Source: an optimization exercise on an open RTL-to-GDS flow (aim: small area and a short achievable clock period). Production flows keep margins and buffers that such runs may drop.
The RTL was checked by simulation tests, not by an equivalence proof against the original design.
No activity file was given, so power comes from the tool's default toggle rates.

## maple
// datapathAndControl
module datapathAndControl(
    input reset,
    input clk,
    output [15:0] imem_addr,
    input [15:0] imem_data,
    output [15:0] dmem_addr,
    output [15:0] dmem_wdata,
    output dmem_we,
    input [15:0] dmem_rdata
    );
    wire [3:0] op = imem_data[3:0];
    wire [3:0] rd = imem_data[7:4];
    wire [3:0] ra = imem_data[11:8];
    wire [3:0] rb = imem_data[15:12];
    wire [15:0] A, B, result, pc, npc;
    wire        clear, wen;
    wire [3:0]  waddr;
    controlUnit controlUnit(.reset(reset), .op(op), .rd(rd), .rb(rb),
        .clear(clear), .wen(wen), .waddr(waddr), .store(dmem_we));
    registerFile registerFile(.clk(clk), .clear(clear), .wen(wen), .waddr(waddr),
        .wdata(result), .ra(ra), .rb(rb), .A(A), .B(B));
    mainSelect mainSelect(.op(op), .imm(imem_data[15:8]), .A(A), .B(B),
        .rdata(dmem_rdata), .result(result));
    branchUnit branchUnit(.op(op), .pc(pc), .A(A), .B(B), .npc(npc));
    PC PC(.clk(clk), .rst(reset), .stop(op == 4'hF), .PCin(npc), .PCout(pc));
    assign imem_addr  = pc;
    assign dmem_addr  = B;
    assign dmem_wdata = A;
endmodule
Settings: LEC_CHECK=0, CAP_MARGIN=20, CORE_MARGIN=2, CORE_UTILIZATION=40, SLEW_MARGIN=20; clock period 6.0 ns.
run.sh (not shown) runs the stock make flow with config.mk's settings and CLKGATE_MAP_FILE= SYNTH_SCRIPT=/design/flow/synth_recipe.tcl, a recipe that flattens the netlist after the stock synthesis.
maple reached the end of the flow, and the finished layout is clean on the timing, design-rule and antenna checks.
Inputs modified between maple and garnet:
diff --git a/flow/config.mk b/flow/config.mk
--- a/flow/config.mk
+++ b/flow/config.mk
@@ -10,0 +11 @@
+export SETUP_SLACK_MARGIN = 2.5
@@ -11,0 +13 @@
+export TNS_END_PERCENT = 100
Results
garnet vs maple: endpoint arrival time on the critical path up in garnet. The part of the cycle the worst path needs of garnet falls short of that of maple by 18 points. maple has lower wire length on met1 than garnet. Summary of garnet over maple: final non-filler cell area went up 22%, layout buffer count excluding clock buffers has increased.
[inputs] delta vs garnet
diff --git a/flow/config.mk b/flow/config.mk
--- a/flow/config.mk
+++ b/flow/config.mk
@@ -11 +11 @@
-export SETUP_SLACK_MARGIN = 2.5
+export SETUP_SLACK_MARGIN = 2.0
==> run notes <==
Going from garnet to delta, routed wire length picked up an extra 1.7 mm, clock network power share saw an increase, total design power moved up. Relative to garnet, via total after detailed routing has increased by 306 in delta. On delta: post-layout utilization of the core is 0.87 points higher than what garnet gave. delta has worst setup slack below what garnet had.

run 1:
datapathAndControl, a different RTL version from the one above (not shown whole).
Size in the first run: ~260 flip-flops, about 83 I/O pins, ~16000 µm² of cells after synthesis.
export LEC_CHECK = 0
export CAP_MARGIN = 20
export CORE_MARGIN = 2
export CORE_UTILIZATION = 40
export SETUP_SLACK_MARGIN = 1.5
export SLEW_MARGIN = 20
export SYNTH_HIERARCHICAL = 1
export TNS_END_PERCENT = 100
create_clock -name core_clock -period 6.0 [get_ports {clk}]
standard.sh (not shown) runs the stock make flow with config.mk's settings and CLKGATE_MAP_FILE= SYNTH_SCRIPT=/design/flow/synth_recipe.tcl, a recipe that flattens the netlist after the stock synthesis.
==> flow/flow/run.sh <==
#!/bin/bash
# Own layout flow: the standard ORFS flow (hierarchical synthesis), with only the ABC
# technology mapping changed. The arithmetic modules (ALU, shiftUnit) are mapped with
# flow/abc_fast.script, which keeps their parallel structure; every other module with
# flow/abc_speed.script. Registers are mapped before ABC runs, so they are the standard
# synthesis's. Each tool's output goes to a log of its own in this folder and under orfs/logs/.
set -euo pipefail
WORK="$(cd "$(dirname "${BASH_SOURCE[0]}")/.." && pwd)"
cd "$WORK"
rm -rf "$WORK/scripts_own"
cp -r "$FLOW_HOME/scripts" "$WORK/scripts_own"
cp "$WORK/flow/abc_speed.script" "$WORK/scripts_own/abc_speed.script"
cp "$WORK/flow/abc_fast.script" "$WORK/scripts_own/abc_fast.script"
# map the arithmetic modules first with the structure-keeping script, then the rest
python3 - "$WORK/scripts_own/synth.tcl" <<'PY'
import sys
p = sys.argv[1]
s = open(p).read()
old = "  log_cmd abc {*}$abc_args\n"
assert s.count(old) == 1
new = ("  set fast_args [lreplace $abc_args 1 1 $::env(SCRIPTS_DIR)/abc_fast.script]\n"
       "  foreach m {ALU shiftUnit} {\n"
       "    if {[llength [tee -q -s result.string select -list $m]] > 0} { log_cmd abc {*}$fast_args $m }\n"
       "  }\n"
       + old)
open(p, "w").write(s.replace(old, new))
PY
bash "$WORK/standard.sh" "SCRIPTS_DIR=$WORK/scripts_own" finish > "$WORK/make_finish.log" 2>&1
test -s "$WORK/out/final.def"
==> flow/flow/abc_fast.script <==
strash
map -D 1500
topo
buffer
upsize
dnsize
==> flow/flow/abc_speed.script <==
strash
&get -n
&syn2
&dch
&put
map -D 1500
topo
buffer
upsize
dnsize
In summary, run 1 completed successfully, with a layout that passed the timing, design-rule and antenna checks.
What run 2 does differently from run 1 at the input level:
Settings: swapping 1.5 for 2.5 in SETUP_SLACK_MARGIN; clearing SYNTH_HIERARCHICAL, which used to be 1.
==> flow/run.sh (new file) <==
#!/bin/bash
# synth_recipe.tcl (not shown) runs the flow's synth.tcl, then flattens the netlist and writes it again
# the make line also repeats each setting of config.mk as NAME=value (left out here)
make -C /OpenROAD-flow-scripts/flow DESIGN_CONFIG=/design/flow/config.mk WORK_HOME=/design/flow/orfs CLKGATE_MAP_FILE= SYNTH_SCRIPT=/design/flow/synth_recipe.tcl finish
removed: flow/flow/run.sh
removed: flow/flow/abc_fast.script
removed: flow/flow/abc_speed.script
removed: flow/standard.sh
Findings:
Both conditions hold for run 2: the flow ran to the end and the final layout passed the timing, design-rule and antenna checks.
Setup slack in run 2 is smaller than in run 1.
Run 1 vs run 2, slowest cell on the critical path: sky130_fd_sc_hd__nor4_1 vs sky130_fd_sc_hd__mux4_2
In run 2, the fraction of power spent switching nets came out 1.8 points above the value in run 1.
Higher layout buffer count excluding clock buffers was reported by run 2, not run 1.
Final core area utilization for run 2: 11 points up relative to run 1
Relative to run 1, synthesized area per cell increased by 3.5 µm² in run 2.
Run 1 → run 2: maximum fanout count along the critical path moved down; final cycle utilization of the critical path moved up; fraction of the mapped netlist area in adder cells level.
Edits applied to the flow inputs when going from run 2 to run 3:
Settings: SETUP_SLACK_MARGIN changed from 2.5 to 1.0.
==> run notes <==
Run 3 did not stop at any stage, and its layout met the timing, design-rule and antenna checks. Per the comparison of run 3 with run 2, design area decreased about 20%; register share of the cell area rose 7.7 points; post-CTS setup-driven buffer insertion count -153; routability congestion estimate stayed essentially flat; part of the cycle the worst path needs higher. Between run 2 and run 3, clock skew after layout is higher for run 2, run 3 comes in under that. Run 3 ends up with a global-route total usage across every layer that is 2.5 points lower than in run 2. Diff run 2 -> run 3: routed wire length shrank by about 10%, post-route total power -about 14%, global-route wire length before repair went down, critical path depth decreased 8.
Input changes introduced in run 4 (baseline for comparison: run 3):
Settings: SETUP_SLACK_MARGIN now 1.5, was 1.0.
Notes after the runs:
- Run 4 completed end to end with timing, DRC and antenna clean.
- Run 4 vs run 3 — placed standard-cell area climbed slightly
- Diff run 3 -> run 4: routed wire length rose by 1400 µm; total power went up by 6.6%.
- Run 4 against run 3: die area neither gained nor lost much; critical path depth picked up an extra 9; area growth from synthesis to final layout picked up an extra 9.8 points.
- Diff run 3 -> run 4 | post-route worst setup slack | increase of 400 ps
- NOTE: logic gate share of total power in run 4 exceeds that of run 3
- Where detailed placer's ending HPWL is concerned, run 3 is better than run 4.
- Relative to run 3, part of the cycle the worst path needs decreased by 6.6 points in run 4.

The RTL this note starts from:
==> flow/design.v <==
`timescale 1ns / 1ps
module ALU(
    input [15:0] A,
    input [15:0] B,
    input sub,
    output [15:0] sum
    );
    wire [15:0] b = B ^ {16{sub}};
    wire [15:0] p0 = A ^ b;
    wire [15:0] g0 = A & b;
    wire [15:0] g1, p1, g2, p2, g3, p3, g4;
    wire [15:0] gi = {g0[15:1], g0[0] | (p0[0] & sub)};
    genvar i;
    generate
        for (i = 0; i < 16; i = i + 1) begin : ks
            if (i >= 1) begin
                assign g1[i] = gi[i] | (p0[i] & gi[i-1]);
                assign p1[i] = p0[i] & p0[i-1];
            end else begin
                assign g1[i] = gi[i];
                assign p1[i] = p0[i];
            end
            if (i >= 2) begin
                assign g2[i] = g1[i] | (p1[i] & g1[i-2]);
                assign p2[i] = p1[i] & p1[i-2];
            end else begin
                assign g2[i] = g1[i];
                assign p2[i] = p1[i];
            end
            if (i >= 4) begin
                assign g3[i] = g2[i] | (p2[i] & g2[i-4]);
                assign p3[i] = p2[i] & p2[i-4];
            end else begin
                assign g3[i] = g2[i];
                assign p3[i] = p2[i];
            end
            if (i >= 8)
                assign g4[i] = g3[i] | (p3[i] & g3[i-8]);
            else
                assign g4[i] = g3[i];
        end
    endgenerate
    assign sum = p0 ^ {g4[14:0], sub};
endmodule
`timescale 1ns / 1ps
module PC(
    input clk,
    input rst,
    input stop,
    input [15:0] PCin,
    output reg [15:0] PCout
    );
    always @(posedge clk)
        if (rst)
            PCout <= 16'h0000;
        else if (stop)
            PCout <= 16'h0040;
        else
            PCout <= PCin;
endmodule
`timescale 1ns / 1ps
module branchUnit(
    input [3:0] op,
    input [15:0] pc,
    input [15:0] A,
    input [15:0] B,
    output [15:0] npc
    );
    wire taken = (op == 4'hC && A == 16'h0000) |
                 (op == 4'hD && A[15]) |
                 (op == 4'hE && !A[15]);
    assign npc = taken ? B : pc + 16'd1;
endmodule
`timescale 1ns / 1ps
module controlUnit(
    input reset,
    input [3:0] op,
    input [3:0] rd,
    input [3:0] rb,
    output clear,
    output wen,
    output [3:0] waddr,
    output store
    );
    wire is_load = (op == 4'h1);
    wire writes_rd = (op >= 4'h2) && (op <= 4'hB);
    assign waddr = is_load ? rb : rd;
    assign wen   = is_load | writes_rd;
    assign clear = reset | (op == 4'hF);
    assign store = (op == 4'h0);
endmodule
`timescale 1ns / 1ps
module mainSelect(
    input [3:0] op,
    input [7:0] imm,
    input [15:0] A,
    input [15:0] B,
    input [15:0] rdata,
    output reg [15:0] result
    );
    wire [15:0] sum, sh;
    ALU ALU(.A(A), .B(B), .sub(op[0]), .sum(sum));
    shiftUnit shiftUnit(.A(A), .B(B), .left(op == 4'h9), .arith(op == 4'hB), .dataOut(sh));
    always @(*)
        case (op)
            4'h1: result = rdata;
            4'h2: result = {imm, 8'h00};
            4'h3: result = {8'h00, imm};
            4'h4, 4'h5: result = sum;
            4'h6: result = A & B;
            4'h7: result = A | B;
            4'h8: result = A ^ B;
            4'h9, 4'hA, 4'hB: result = sh;
            default: result = sum;
        endcase
endmodule
`timescale 1ns / 1ps
module registerFile(
    input clk,
    input clear,
    input wen,
    input [3:0] waddr,
    input [15:0] wdata,
    input [3:0] ra,
    input [3:0] rb,
    output [15:0] A,
    output [15:0] B
    );
    wire [15:0] d = wdata & {16{~clear}};
    wire [16*16-1:0] flat;
    assign flat[15:0] = 16'h0000;
    genvar g;
    generate
        for (g = 1; g < 16; g = g + 1) begin : r
            reg [15:0] q;
            wire en = clear | (wen && waddr == g);
            always @(posedge clk)
                if (en)
                    q <= d;
            assign flat[16*g +: 16] = q;
        end
    endgenerate
    assign A = flat[16*ra +: 16];
    assign B = flat[16*rb +: 16];
endmodule
module shiftUnit(input [15:0] A, input [15:0] B, input left, input arith, output [15:0] dataOut);
    function [15:0] rev(input [15:0] x);
        integer k;
        for (k = 0; k < 16; k = k + 1) rev[k] = x[15 - k];
    endfunction
    wire fill = arith & A[15];
    wire big = |B[15:4];
    wire [15:0] x0 = left ? rev(A) : A;
    wire [15:0] x1 = B[3] ? {{8{fill}}, x0[15:8]} : x0;
    wire [15:0] x2 = B[2] ? {{4{fill}}, x1[15:4]} : x1;
    wire [15:0] x3 = B[1] ? {{2{fill}}, x2[15:2]} : x2;
    wire [15:0] x4 = B[0] ? {fill, x3[15:1]} : x3;
    wire [15:0] s = big ? {16{fill}} : x4;
    assign dataOut = left ? rev(s) : s;
endmodule
`timescale 1ns / 1ps
module datapathAndControl(
    input reset,
    input clk,
    output [15:0] imem_addr,
    input [15:0] imem_data,
    output [15:0] dmem_addr,
    output [15:0] dmem_wdata,
    output dmem_we,
    input [15:0] dmem_rdata
    );
    wire [3:0] op = imem_data[3:0];
    wire [3:0] rd = imem_data[7:4];
    wire [3:0] ra = imem_data[11:8];
    wire [3:0] rb = imem_data[15:12];
    wire [15:0] A, B, result, pc, npc;
    wire        clear, wen;
    wire [3:0]  waddr;
    controlUnit controlUnit(.reset(reset), .op(op), .rd(rd), .rb(rb),
        .clear(clear), .wen(wen), .waddr(waddr), .store(dmem_we));
    registerFile registerFile(.clk(clk), .clear(clear), .wen(wen), .waddr(waddr),
        .wdata(result), .ra(ra), .rb(rb), .A(A), .B(B));
    mainSelect mainSelect(.op(op), .imm(imem_data[15:8]), .A(A), .B(B),
        .rdata(dmem_rdata), .result(result));
    branchUnit branchUnit(.op(op), .pc(pc), .A(A), .B(B), .npc(npc));
    PC PC(.clk(clk), .rst(reset), .stop(op == 4'hF), .PCin(npc), .PCout(pc));
    assign imem_addr  = pc;
    assign dmem_addr  = B;
    assign dmem_wdata = A;
endmodule
export LEC_CHECK = 0
export CAP_MARGIN = 20
export CORE_MARGIN = 2
export CORE_UTILIZATION = 40
export CTS_BUF_LIST = sky130_fd_sc_hd__clkbuf_4 sky130_fd_sc_hd__clkbuf_8
export CTS_CLUSTER_SIZE = 20
export SETUP_SLACK_MARGIN = 1.5
export SLEW_MARGIN = 20
export TNS_END_PERCENT = 100
create_clock -name core_clock -period 6.0 [get_ports {clk}]
==> flow/flow/run.sh <==
#!/bin/bash
# Own layout flow: the standard ORFS flow with two changes:
#  - the ABC technology-mapping script is flow/abc_speed.script. Registers are mapped
#    before ABC runs, so they are the standard synthesis's.
#  - every input and output port still gets a buffer, but a sky130_fd_sc_hd__buf_1
#    (the resizer upsizes it where timing needs) instead of the default delay-cell pick.
# Each tool's output goes to a log of its own in this folder and under orfs/logs/.
set -euo pipefail
WORK="$(cd "$(dirname "${BASH_SOURCE[0]}")/.." && pwd)"
cd "$WORK"
rm -rf "$WORK/scripts_own"
cp -r "$FLOW_HOME/scripts" "$WORK/scripts_own"
cp "$WORK/flow/abc_speed.script" "$WORK/scripts_own/abc_speed.script"
bash "$WORK/standard.sh" "SCRIPTS_DIR=$WORK/scripts_own" \
  "BUFFER_PORTS_ARGS=-buffer_cell sky130_fd_sc_hd__buf_1" \
  finish > "$WORK/make_finish.log" 2>&1
test -s "$WORK/out/final.def"
==> flow/flow/abc_speed.script <==
strash
&get -n
&syn2
&dch
&put
map -D 1500
topo
buffer
upsize
dnsize
The baseline completed without violations.
Then changed:
==> flow/flow/run.sh (replaced) <==
#!/bin/bash
set -euo pipefail
WORK="$(cd "$(dirname "${BASH_SOURCE[0]}")/.." && pwd)"
cd "$WORK"
rm -rf "$WORK/scripts_own"
cp -r "$FLOW_HOME/scripts" "$WORK/scripts_own"
cp "$WORK/flow/abc_speed.script" "$WORK/scripts_own/abc_speed.script"
bash "$WORK/standard.sh" "SCRIPTS_DIR=$WORK/scripts_own" \
  "BUFFER_PORTS_ARGS=-buffer_cell sky130_fd_sc_hd__buf_1" \
  "CTS_ARGS=-sink_clustering_enable -repair_clock_nets -sink_clustering_size 16 -sink_clustering_max_diameter 50 -buf_list {sky130_fd_sc_hd__clkbuf_4 sky130_fd_sc_hd__clkbuf_8} -dont_use_dummy_load" \
  finish > "$WORK/make_finish.log" 2>&1
test -s "$WORK/out/final.def"
--- a/flow/config.mk
+++ b/flow/config.mk
@@ -8 +8 @@
-export CAP_MARGIN = 20
+export CAP_MARGIN = 5
@@ -10,3 +10 @@
-export CORE_UTILIZATION = 40
-export CTS_BUF_LIST = sky130_fd_sc_hd__clkbuf_4 sky130_fd_sc_hd__clkbuf_8
-export CTS_CLUSTER_SIZE = 20
+export CORE_UTILIZATION = 50
@@ -14 +12 @@
-export SLEW_MARGIN = 20
+export SLEW_MARGIN = 5
What happened: Cell area went down by 5.6%. Clock-buffer cell count falls by 24. Area after synthesis does not change. Utilization climbs by 9.0 points. Global-route usage came out higher by 6.0 points. Sequential power hardly moves. Sequential share of layout area grows by 2.4 points. Total power goes down by about 11%. Worst hold slack is better by 0.028 ns. Wire length goes down by 2.8%.
Then changed:
--- a/flow/config.mk
+++ b/flow/config.mk
@@ -8 +8 @@
-export CAP_MARGIN = 5
+export CAP_MARGIN = 20
@@ -10 +10 @@
-export CORE_UTILIZATION = 50
+export CORE_UTILIZATION = 40
@@ -12 +12 @@
-export SLEW_MARGIN = 5
+export SLEW_MARGIN = 20
The new run went through all stages and came out clean.
Sequential power stays flat.
Critical path depth does not change.
Worst setup slack got worse by 0.044 ns.
Utilization drops by 11 points.
Clock skew climbs by 0.024 ns.
Non-clock buffer count climbs by 7.
Global-route usage drops by 6.3 points.
Worst hold slack got worse by 0.028 ns.
Combinational power stays flat.
Cell area climbs by 1.7%.
Power climbs by 0.84%.
Then changed:
==> flow/flow/run.sh (replaced) <==
#!/bin/bash
# Own layout flow: the standard ORFS flow, with only the ABC technology-mapping script
# replaced (flow/abc_speed.script). Registers are mapped before ABC runs, so they are the
# standard synthesis's. Each tool's output goes to a log of its own in this folder and under
# orfs/logs/.
set -euo pipefail
WORK="$(cd "$(dirname "${BASH_SOURCE[0]}")/.." && pwd)"
cd "$WORK"
rm -rf "$WORK/scripts_own"
cp -r "$FLOW_HOME/scripts" "$WORK/scripts_own"
cp "$WORK/flow/abc_speed.script" "$WORK/scripts_own/abc_speed.script"
bash "$WORK/standard.sh" "SCRIPTS_DIR=$WORK/scripts_own" finish > "$WORK/make_finish.log" 2>&1
test -s "$WORK/out/final.def"
What happened:
- final cell count climbs by 2.7%
- global-route usage rose by 0.79 points
- setup slack gets worse by 0.030 ns
- die area does not change

## static timing again, ports no longer ideal
Ports are ideal in the flow. The routed layouts listed here were re-timed in OpenROAD. Step 1: set_driving_cell puts a clkbuf_16 on clk and a buf_2 on each other input, an assumption about the parent block. Step 2 moves the port delays by t, midway between the first and last clock arrival at a register: inputs arrive t later, outputs are due t later. That takes back most of the time a late clock gives input paths. Slacks: ideal / step 1 / step 2; pairs: ideal / step 1.
run | shift t [ns] | setup slack, ns | slew at the worst register clock pin (ns) | worst slew at a driven data input, ns
maple | 0.623 | 0.566 / 0.545 / 0.178 | 0.07 / 0.07 | 0.06
garnet | 0.629 | 1.643 / 1.409 / 0.781 | 0.07 / 0.07 | 0.31
delta | 0.630 | 1.584 / 1.391 / 0.761 | 0.07 / 0.07 | 0.33
run 1 | 0.627 | 1.480 / 1.466 / 0.886 | 0.07 / 0.07 | 0.05
run 2 | 0.613 | 1.456 / 1.253 / 0.640 | 0.07 / 0.07 | 0.33
run 3 | 0.611 | 1.012 / 0.992 / 0.537 | 0.06 / 0.06 | 0.09
run 4 | 0.620 | 1.409 / 1.241 / 0.621 | 0.09 / 0.09 | 0.23
the first run of note 3 | 0.623 | 1.592 / 1.481 / 0.858 | 0.07 / 0.07 | 0.16
the second run of note 3 | 0.619 | 1.579 / 1.547 / 1.068 | 0.09 / 0.09 | 0.04
the third run of note 3 | 0.653 | 1.534 / 1.485 / 0.865 | 0.10 / 0.10 | 0.17
the fourth run of note 3 | 0.620 | 1.504 / 1.498 / 0.878 | 0.08 / 0.08 | 0.06
After both steps setup and hold are still met in every run listed. The setup slack of garnet, which loses most, moves by -0.234 ns with the drivers and by -0.862 ns with both steps.
